This is an optimization exercise on Yosys and OpenROAD, whose aim is small area and a short achievable clock period, not a production implementation. No activity file was given, so power comes from the tool's default toggle rates.

==> flow/design.v <==
module pfx_add #(parameter W = 25, parameter L = 5) (
    input  [W-1:0] a,
    input  [W-1:0] b,
    input          cin,
    output [W-1:0] s,
    output         cout
);
    wire [W:0] g [0:L];
    wire [W:0] p [0:L];
    assign g[0] = {a & b, cin};
    assign p[0] = {a ^ b, 1'b0};
    genvar l, i;
    generate
        for (l = 0; l < L; l = l + 1) begin : lvl
            for (i = 0; i <= W; i = i + 1) begin : bt
                if ((i >> l) & 1) begin : comb
                    localparam integer J = ((i >> l) << l) - 1;
                    assign g[l+1][i] = g[l][i] | (p[l][i] & g[l][J]);
                    assign p[l+1][i] = p[l][i] & p[l][J];
                end else begin : pass
                    assign g[l+1][i] = g[l][i];
                    assign p[l+1][i] = p[l][i];
                end
            end
        end
    endgenerate
    assign s    = p[0][W:1] ^ g[L][W-1:0];
    assign cout = g[L][W];
endmodule
module pfx_gp #(parameter W = 25, parameter L = 5) (
    input  [W-1:0] g,
    input  [W-1:0] p,
    output [W-1:0] s
);
    wire [W-1:0] gg [0:L];
    wire [W-1:0] pp [0:L];
    assign gg[0] = g;
    assign pp[0] = p;
    genvar l, i;
    generate
        for (l = 0; l < L; l = l + 1) begin : lvl
            for (i = 0; i < W; i = i + 1) begin : bt
                if ((i >> l) & 1) begin : comb
                    localparam integer J = ((i >> l) << l) - 1;
                    assign gg[l+1][i] = gg[l][i] | (pp[l][i] & gg[l][J]);
                    assign pp[l+1][i] = pp[l][i] & pp[l][J];
                end else begin : pass
                    assign gg[l+1][i] = gg[l][i];
                    assign pp[l+1][i] = pp[l][i];
                end
            end
        end
    endgenerate
    assign s = p ^ {gg[L][W-2:0], 1'b0};
endmodule
module FLP_adder(
    input  [31:0] A,
    input  [31:0] B,
    output [31:0] sum
);
    wire        gt   = A[30:23] > B[30:23];
    wire [7:0]  d    = gt ? A[30:23] - B[30:23] : B[30:23] - A[30:23];
    wire [23:0] big  = gt ? {1'b1, A[22:0]} : {1'b1, B[22:0]};
    wire [23:0] sml  = gt ? {1'b1, B[22:0]} : {1'b1, A[22:0]};
    wire        sbig = gt ? A[31] : B[31];
    wire        sub  = A[31] ^ B[31];
    wire [7:0]  ec   = gt ? A[30:23] : B[30:23];
    wire [23:0] shd  = (d > 8'd23) ? 24'd0 : (sml >> d[4:0]);
    wire [24:0] X    = {1'b0, big} + ({1'b0, shd} ^ {25{sub}}) + {24'd0, sub};
    wire        nz   = |X[23:0];
    wire        sgn  = sbig ? (sub ? (~X[24] & nz) : ~(X[24] & nz)) : X[24];
    wire [23:0] C    = X[24] ? (24'd0 - X[23:0]) : X[23:0];
    wire [22:0] M    = C[23] ? C[22:0] : {C[21:0], 1'b0};
    wire [7:0]  e    = C[23] ? ec : ec - 8'd1;
    assign sum = {sgn, e, M};
endmodule
module FLP_adder_7(
    input  [31:0] A,
    input  [31:0] B,
    input         rst,
    input         clk,
    output [31:0] sum
);
    wire       ge  = A[30:23] >= B[30:23];
    wire [7:0] dab = A[30:23] - B[30:23];
    wire [7:0] dba = B[30:23] - A[30:23];
    reg [22:0] ma1, mb1;
    reg        sa1, sb1, ge1;
    reg [7:0]  d1, ec1;
    always @(posedge clk) begin
        ma1 <= A[22:0];
        mb1 <= B[22:0];
        sa1 <= A[31];
        sb1 <= B[31];
        ge1 <= ge;
        d1  <= ge ? dab : dba;
        ec1 <= ge ? A[30:23] : B[30:23];
    end
    wire [22:0] big2 = ge1 ? ma1 : mb1;
    wire [22:0] sml2 = ge1 ? mb1 : ma1;
    wire        sbig2 = ge1 ? sa1 : sb1;
    wire        sub2  = sa1 ^ sb1;
    wire [7:0]  d2    = d1;
    wire [7:0]  ec2   = ec1;
    wire        z2  = (|d2[7:5]) | (d2[4] & d2[3]);
    wire [23:0] shd = z2 ? 24'd0 : ({1'b1, sml2} >> d2[4:0]);
    wire [23:0] ax = {~sub2, big2 ^ {23{sub2}}};
    reg  [23:0] g3, p3;
    reg         sbig3, sub3;
    reg  [7:0]  ec3;
    always @(posedge clk) begin
        g3    <= ax & shd;
        p3    <= ax ^ shd;
        sbig3 <= sbig2;
        sub3  <= sub2;
        ec3   <= ec2;
    end
    wire [24:0] Y;
    pfx_gp #(25) add (.g({1'b0, g3}), .p({sub3, p3}), .s(Y));
    reg [24:0] Y4;
    reg        sbig4, sub4;
    reg [7:0]  ec4;
    always @(posedge clk) begin
        Y4    <= Y;
        sbig4 <= sbig3;
        sub4  <= sub3;
        ec4   <= ec3;
    end
    wire [24:0] X4 = Y4 ^ {25{sub4}};
    wire [23:0] lo;       
    assign lo[0] = 1'b0;
    genvar i;
    generate
        for (i = 1; i < 24; i = i + 1) begin : orl
            assign lo[i] = |X4[i-1:0];
        end
    endgenerate
    wire        nz  = lo[23] | X4[23];
    wire        sgn = sbig4 ? (sub4 ? (~X4[24] & nz) : ~(X4[24] & nz)) : X4[24];
    wire [23:0] C   = X4[23:0] ^ (lo & {24{X4[24]}});
    reg        sgn5;
    reg [23:0] C5;
    reg [7:0]  ec5;
    always @(posedge clk) begin
        sgn5 <= sgn;
        C5   <= C;
        ec5  <= ec4;
    end
    wire [22:0] M = C5[23] ? C5[22:0] : {C5[21:0], 1'b0};
    wire [7:0]  e = C5[23] ? ec5 : ec5 - 8'd1;
    reg [31:0] r5, r6;
    always @(posedge clk) begin
        r5 <= {sgn5, e, M};
        r6 <= r5;
    end
    assign sum = r6;
endmodule
==> flow/config.mk <==
export PLATFORM = sky130hd
export DESIGN_NAME = FLP_adder_7
export DESIGN_NICKNAME = FLP_adder_7
export VERILOG_FILES = /design/flow/design.v
export SDC_FILE = /design/flow/constraint.sdc
export NUM_CORES = 4
export LEC_CHECK = 0
export ABC_AREA = 1
export CAP_MARGIN = 20
export CORE_MARGIN = 2
export CORE_UTILIZATION = 40
export SETUP_SLACK_MARGIN = 3.0
export SLEW_MARGIN = 20
export TNS_END_PERCENT = 10
==> flow/constraint.sdc <==
create_clock -name core_clock -period 5.0 [get_ports {clk}]
set_input_delay 1.0000 -clock core_clock [delete_from_list [all_inputs] [get_ports {clk}]]
set_output_delay 1.0000 -clock core_clock [all_outputs]
set_load 0.01 [all_outputs]
standard.sh (not shown) runs the stock make flow with config.mk's settings and CLKGATE_MAP_FILE= SYNTH_SCRIPT=/design/flow/synth_recipe.tcl, a recipe that flattens the netlist after the stock synthesis.
==> flow/flow/run.sh <==
#!/bin/bash
# Standard ORFS layout with smaller input-port buffers and a clock tree
# without dummy loads. Each tool's output goes to its own log under
# orfs/logs; make's output goes to make.log.
set -euo pipefail
here=$(pwd)
bash standard.sh \
  POST_GLOBAL_PLACE_TCL="$here/flow/inbuf.tcl" \
  CTS_ARGS="-sink_clustering_enable -repair_clock_nets -dont_use_dummy_load -sink_clustering_size 24 -sink_clustering_max_diameter 100" \
  finish > make.log 2>&1
==> flow/flow/inbuf.tcl <==
# After global placement: drive each input port through the smallest
# buffer, and each output port through a buf_2.
foreach inst [get_cells input*] {
  replace_cell $inst sky130_fd_sc_hd__buf_1
}
foreach inst [get_cells output*] {
  replace_cell $inst sky130_fd_sc_hd__buf_2
}
The first run finished clean.
Next try:
--- a/flow/design.v
+++ b/flow/design.v
@@ -80,29 +80,31 @@
     input         rst,
     input         clk,
     output [31:0] sum
 );
-    wire       ge  = A[30:23] >= B[30:23];
-    wire [7:0] dab = A[30:23] - B[30:23];
-    wire [7:0] dba = B[30:23] - A[30:23];
-    reg [22:0] ma1, mb1;
-    reg        sa1, sb1, ge1;
-    reg [7:0]  d1, ec1;
+    reg [31:0] a1, b1;
+    reg        ge1;
     always @(posedge clk) begin
-        ma1 <= A[22:0];
-        mb1 <= B[22:0];
-        sa1 <= A[31];
-        sb1 <= B[31];
-        ge1 <= ge;
-        d1  <= ge ? dab : dba;
-        ec1 <= ge ? A[30:23] : B[30:23];
+        a1  <= A;
+        b1  <= B;
+        ge1 <= A[30:23] >= B[30:23];
     end
-    wire [22:0] big2 = ge1 ? ma1 : mb1;
-    wire [22:0] sml2 = ge1 ? mb1 : ma1;
-    wire        sbig2 = ge1 ? sa1 : sb1;
-    wire        sub2  = sa1 ^ sb1;
-    wire [7:0]  d2    = d1;
-    wire [7:0]  ec2   = ec1;
+    wire [7:0] ebig = ge1 ? a1[30:23] : b1[30:23];
+    wire [7:0] dab  = a1[30:23] - b1[30:23];
+    wire [7:0] dba  = b1[30:23] - a1[30:23];
+    wire [7:0] d    = ge1 ? dab : dba;
+    reg [22:0] big2, sml2;
+    reg [7:0]  d2;
+    reg        sbig2, sub2;
+    reg [7:0]  ec2;
+    always @(posedge clk) begin
+        big2  <= ge1 ? a1[22:0] : b1[22:0];
+        sml2  <= ge1 ? b1[22:0] : a1[22:0];
+        d2    <= d;
+        sbig2 <= ge1 ? a1[31] : b1[31];
+        sub2  <= a1[31] ^ b1[31];
+        ec2   <= ebig;
+    end
     wire        z2  = (|d2[7:5]) | (d2[4] & d2[3]);
     wire [23:0] shd = z2 ? 24'd0 : ({1'b1, sml2} >> d2[4:0]);
     wire [23:0] ax = {~sub2, big2 ^ {23{sub2}}};
     reg  [23:0] g3, p3;
@@ -147,11 +149,10 @@
         ec5  <= ec4;
     end
     wire [22:0] M = C5[23] ? C5[22:0] : {C5[21:0], 1'b0};
     wire [7:0]  e = C5[23] ? ec5 : ec5 - 8'd1;
-    reg [31:0] r5, r6;
+    reg [31:0] r6;
     always @(posedge clk) begin
-        r5 <= {sgn5, e, M};
-        r6 <= r5;
+        r6 <= {sgn5, e, M};
     end
     assign sum = r6;
 endmodule
Power stays flat.
Non-clock buffer count drops by 16.
Cell area is higher slightly.
Area after synthesis increases by a few percent.
Maximum frequency increases by a few percent.
Via count falls by a few percent.
Setup slack gets better by 100 ps.
Count of clock-buffer cells in the layout went up by 1.
Utilization falls by 2.6 points.
Routed wire length came out lower by a little under a tenth.
Die area went up by a few percent.
First-iteration DRC count rose by roughly a tenth.
Function was not checked in any run of this note: the RTL went through the layout flow alone.

==> separate check: timing with driven ports <==
In the flow no input, the clock included, has a driving cell. The finished layouts below were timed again as built, in two steps. Step 1, drivers: a clkbuf_16 drives clk and a buf_2 each remaining input, both assumed. Step 2, shift: input delay + t, output delay - t, t = (earliest + latest rising clock arrival at the registers) / 2. This alone moves slack from input paths to output paths. a / b / c = ideal / step 1 / step 2; a / b = the first two.
run | shift t [ns] | slack for setup (ns) | hold WS [ns] | worst register clock-pin slew, ns | worst data-port slew with drivers (ns)
the first run | 0.521 | 2.951 / 2.963 / 2.442 | 0.326 / 0.326 / 0.326 | 0.09 / 0.09 | 0.04
the second run | 0.526 | 3.052 / 3.023 / 2.934 | 0.332 / 0.332 / 0.332 | 0.09 / 0.09 | 0.04
After both steps every run listed still meets setup and hold. The setup slack of the first run, which loses most, moves by +0.012 ns with the drivers and by -0.509 ns with both steps.
